From an optimization exercise on the open Yosys and OpenROAD flow, aimed at small area; shortcuts taken in it are not production practice. The RTL was checked by simulation tests, not by an equivalence proof against the original design. The clock port is modelled as an ideal driver; clocking choices that lean on that would not hold on a real chip.

==> flow/design.v (excerpt) <==
module PE_Matrix(
    input clk,
    input rst,                 
    input [47:0] enable,       
    input [11:0] read_weight,  
    input [11:0] read_data,    
    input [11:0] forwarding_enable,  
    input [31:0] data_bus,     
    input [31:0] weight_bus,   
    input [127:0] partial_sum,  
    output [127:0] accumulated_output  
);
For scale: ~410 I/O pins.
clock: 5.0 ns
lec_check: 0
cap_margin: 20
core_margin: 2
core_utilization: 40
place_density: 0.6
slew_margin: 20
synth_hierarchical: 1
run.sh (not shown) runs the stock make flow with config.mk's settings and CLKGATE_MAP_FILE= SYNTH_SCRIPT=/design/flow/synth_recipe.tcl, a recipe that flattens the netlist after the stock synthesis.
Edit:
- CTS_BUF_LIST: default -> sky130_fd_sc_hd__clkbuf_16
- CTS_CLUSTER_DIAMETER: default -> 100
- CTS_CLUSTER_SIZE: default -> 24
Outcome: The changed run completed with no timing, DRC or antenna violations; wire length goes down by 0.69%; setup slack loses 0.0039 ns; utilization goes down by 1.1 points; area after synthesis is unchanged; die area is unchanged; cell area goes down by 2.5%.


## try-cedar
PE_Matrix, a different RTL version from the one above (not shown whole).
Size: roughly 12,000 cells after synthesis, about 2,000 flip-flops, about 410 I/O pins, roughly 150,000 µm² of cells after synthesis.
export LEC_CHECK = 0
export CAP_MARGIN = 20
export CORE_MARGIN = 2
export CORE_UTILIZATION = 40
export CTS_BUF_LIST = sky130_fd_sc_hd__clkbuf_16
export CTS_CLUSTER_DIAMETER = 100
export CTS_CLUSTER_SIZE = 24
export GPL_TIMING_DRIVEN = 0
export PLACE_DENSITY = 0.6
export SLEW_MARGIN = 20
export SYNTH_HIERARCHICAL = 1
create_clock -name core_clock -period 5.0 [get_ports {clk}]
standard.sh (not shown) runs the stock make flow with config.mk's settings and CLKGATE_MAP_FILE= SYNTH_SCRIPT=/design/flow/synth_recipe.tcl, a recipe that flattens the netlist after the stock synthesis.
==> flow/flow/run.sh <==
#!/bin/bash
set -euo pipefail
bash standard.sh synth > synth.log 2>&1
sdc=orfs/results/$FLOW_PLATFORM/PE_Matrix/base/1_synth.sdc
test -f "$sdc"
# placement-time hint of the later clock; flow/skew.tcl removes it after CTS
echo 'set_clock_latency 1.0 [get_pins *accum_tree.sum_a*/CLK]' >> "$sdc"
SKIP_CTS_REPAIR_TIMING=1 POST_CTS_TCL="$PWD/flow/skew.tcl" bash standard.sh finish > layout.log 2>&1
==> flow/flow/skew.tcl <==
set dly_cell sky130_fd_sc_hd__clkdlybuf4s50_1
set n_dly 1
set pins_all [get_pins *accum_tree.sum_a*/CLK]
unset_clock_latency $pins_all

proc driver_of { pin } {
  set net [get_nets -of_objects $pin]
  return [get_cells -of_objects [get_pins -of_objects $net -filter "direction == output"]]
}

set groups [dict create]
foreach pin $pins_all {
  dict lappend groups [get_full_name [get_nets -of_objects $pin]] $pin
}
set arrays [dict create]
set i 0
dict for {net pins} $groups {
  set n [llength $pins]
  set cell [expr {$n <= 6 ? "sky130_fd_sc_hd__clkbuf_4" : ($n <= 12 ? "sky130_fd_sc_hd__clkbuf_8" : "sky130_fd_sc_hd__clkbuf_16")}]
  insert_buffer -buffer_cell $cell -net [get_nets $net] -load_pins $pins \
    -buffer_name skewbuf_$i -net_name skewnet_$i
  set b [driver_of [lindex $pins 0]]
  regexp {pe_array_block\[(\d+)\]} [get_full_name [lindex $pins 0]] -> a
  dict lappend arrays $a [sta::find_pin "[get_full_name $b]/A"]
  incr i
}
dict for {a bpins} $arrays {
  if { [llength $bpins] > 1 } {
    insert_buffer -buffer_cell sky130_fd_sc_hd__clkbuf_8 -load_pins $bpins -load_pins_on_diff_nets \
      -buffer_name skewroot_$a -net_name skewrootnet_$a
    set load [sta::find_pin "[get_full_name [driver_of [lindex $bpins 0]]]/A"]
  } else {
    set load [lindex $bpins 0]
  }
  for {set k 0} {$k < $n_dly} {incr k} {
    insert_buffer -buffer_cell $dly_cell -load_pins [list $load] \
      -buffer_name skewdly_${a}_$k -net_name skewdlynet_${a}_$k
    set load [sta::find_pin "[get_full_name [driver_of $load]]/A"]
  }
}
puts "skew: [llength $pins_all] sum_a clock pins in [dict size $groups] groups, [dict size $arrays] branches"
detailed_placement
estimate_parasitics -placement
report_clock_skew

# what the standard CTS step does after clock tree synthesis
repair_timing_helper
detailed_placement
check_placement -verbose
Although try-cedar finished all stages, its layout failed final checks on negative setup slack.
Input-level comparison between try-violet and try-cedar:
- GPL_TIMING_DRIVEN removed (was 0)
- CORE_UTILIZATION changed from 40 to 55
==> flow/flow/run.sh <==
#!/bin/bash
set -euo pipefail
bash standard.sh synth > synth.log 2>&1
sdc=orfs/results/$FLOW_PLATFORM/PE_Matrix/base/1_synth.sdc
test -f "$sdc"
# placement-time hint of the later clock; flow/skew.tcl removes it after CTS
echo 'set_clock_latency 1.5 [get_pins *accum_tree.sum_a*/CLK]' >> "$sdc"
# clock tree synthesis as the standard flow runs it, without dummy loads
cts_args="-sink_clustering_enable -repair_clock_nets -sink_clustering_size 24"
cts_args="$cts_args -sink_clustering_max_diameter 100 -buf_list sky130_fd_sc_hd__clkbuf_16 -dont_use_dummy_load"
# ports buffered with the smallest buffer
CTS_ARGS="$cts_args" SKIP_CTS_REPAIR_TIMING=1 POST_CTS_TCL="$PWD/flow/skew.tcl" \
  BUFFER_PORTS_ARGS="-buffer_cell sky130_fd_sc_hd__buf_1" bash standard.sh finish > layout.log 2>&1
diff --git a/flow/flow/skew.tcl b/flow/flow/skew.tcl
--- a/flow/flow/skew.tcl
+++ b/flow/flow/skew.tcl
@@ -1,3 +1,3 @@
 set dly_cell sky130_fd_sc_hd__clkdlybuf4s50_1
-set n_dly 1
+set n_dly 2
 set pins_all [get_pins *accum_tree.sum_a*/CLK]
@@ -40,2 +40,21 @@
 }
+# The later clock leaves less time between a clock edge and the release of the
+# reset at the sum_a registers' asynchronous set pins (removal check): give
+# each array's sum_a set pins a delay cell and a buffer of their own, which
+# delay the reset to them a little (its recovery check has ample slack).
+foreach a {0 1 2 3} {
+  set rpins {}
+  foreach pin $pins_all {
+    if { [string match "pe_array_block?$a?.*" [get_full_name $pin]] } {
+      lappend rpins [sta::find_pin "[get_full_name [get_cells -of_objects $pin]]/SET_B"]
+    }
+  }
+  if { [llength $rpins] > 0 } {
+    insert_buffer -buffer_cell sky130_fd_sc_hd__buf_8 -load_pins $rpins -load_pins_on_diff_nets \
+      -buffer_name skewrst_$a -net_name skewrstnet_$a
+    set load [sta::find_pin "[get_full_name [driver_of [lindex $rpins 0]]]/A"]
+    insert_buffer -buffer_cell $dly_cell -load_pins [list $load] \
+      -buffer_name skewrstdly_$a -net_name skewrstdlynet_$a
+  }
+}
 puts "skew: [llength $pins_all] sum_a clock pins in [dict size $groups] groups, [dict size $arrays] branches"
--- outcome ---
Status | try-violet and try-cedar | clean except try-cedar. Changes observed in try-violet relative to try-cedar: final-layout fill cell count dropped 36%, share of synthesized cell area in full adder, half adder and majority cells now sits at about the same level, synthesized area about even, number of inserted diodes up 26%, total wire length has increased. [compare] base=try-cedar new=try-violet: met3 usage went up, depth of the worst register-to-register path went down.
What try-quartz does differently from try-violet at the input level:
- swapping 55 for 40 in CORE_UTILIZATION
try-quartz ended up with a lower fraction of area in registers than try-violet did. Relative to try-violet, the die area measured on try-quartz has increased by more than a quarter. Cmp try-quartz and try-violet / detailed-route wire length per cell / lower: try-quartz. Status | try-quartz and try-violet | clean. try-quartz vs. try-violet: routed wire length went up by 13,000 µm. The minimum clock period of try-quartz was inferior to that of try-violet. Summary of the comparison: area overhead of the layout relative to synthesis is higher in try-quartz, relative to try-violet.
Here is what was changed in the inputs of try-umber compared with try-quartz.
diff --git a/flow/flow/run.sh b/flow/flow/run.sh
--- a/flow/flow/run.sh
+++ b/flow/flow/run.sh
@@ -10,4 +10,3 @@
 cts_args="$cts_args -sink_clustering_max_diameter 100 -buf_list sky130_fd_sc_hd__clkbuf_16 -dont_use_dummy_load"
-# ports buffered with the smallest buffer
 CTS_ARGS="$cts_args" SKIP_CTS_REPAIR_TIMING=1 POST_CTS_TCL="$PWD/flow/skew.tcl" \
-  BUFFER_PORTS_ARGS="-buffer_cell sky130_fd_sc_hd__buf_1" bash standard.sh finish > layout.log 2>&1
+  bash standard.sh finish > layout.log 2>&1
--- outcome ---
[compare] base=try-quartz new=try-umber: worst setup slack after layout increased by 0.037 ns relative to the old numbers. Final cell area: try-umber above try-quartz. Reported for try-quartz and try-umber, synthesized cell count turned out identical to the last digit.

-- static timing again, ports no longer ideal --
Ports are ideal in the flow. The routed layouts listed here were re-timed in OpenROAD.
Step 1: set_driving_cell puts a clkbuf_16 on clk and a buf_2 on each other input, an assumption about the parent block.
Step 2, shift: input delay + t, output delay - t, t = (earliest + latest rising clock arrival at the registers) / 2. This alone moves slack from input paths to output paths.
Slacks: ideal / step 1 / step 2; pairs: ideal / step 1.
run | shift t [ns] | slack for setup (ns) | latest minus earliest clock arrival (ns) | worst data-port slew with drivers (ns)
the first run of note 1 | 1.063 | 0.279 / 0.279 / 0.279 | 0.070 / 0.069 | 0.30
the second run of note 1 | 1.063 | 0.275 / 0.275 / 0.275 | 0.067 / 0.068 | 0.29
try-cedar | 1.486 | -0.114 / -0.114 / -0.239 | 1.094 / 1.093 | 0.46
try-violet | 1.659 | 0.251 / 0.251 / 0.251 | 1.508 / 1.508 | 0.09
try-quartz | 1.672 | 0.174 / 0.174 / -0.010 | 1.479 / 1.479 | 0.54
try-umber | 1.681 | 0.211 / 0.211 / -0.194 | 1.501 / 1.502 | 0.51
Clock arrivals are far apart in try-cedar, try-violet, try-quartz and try-umber, so t is only a midpoint there and step 2 fits no single register. For try-umber, which loses most, drivers alone change the setup slack by 0.000 ns; drivers and shift together by -0.405 ns.
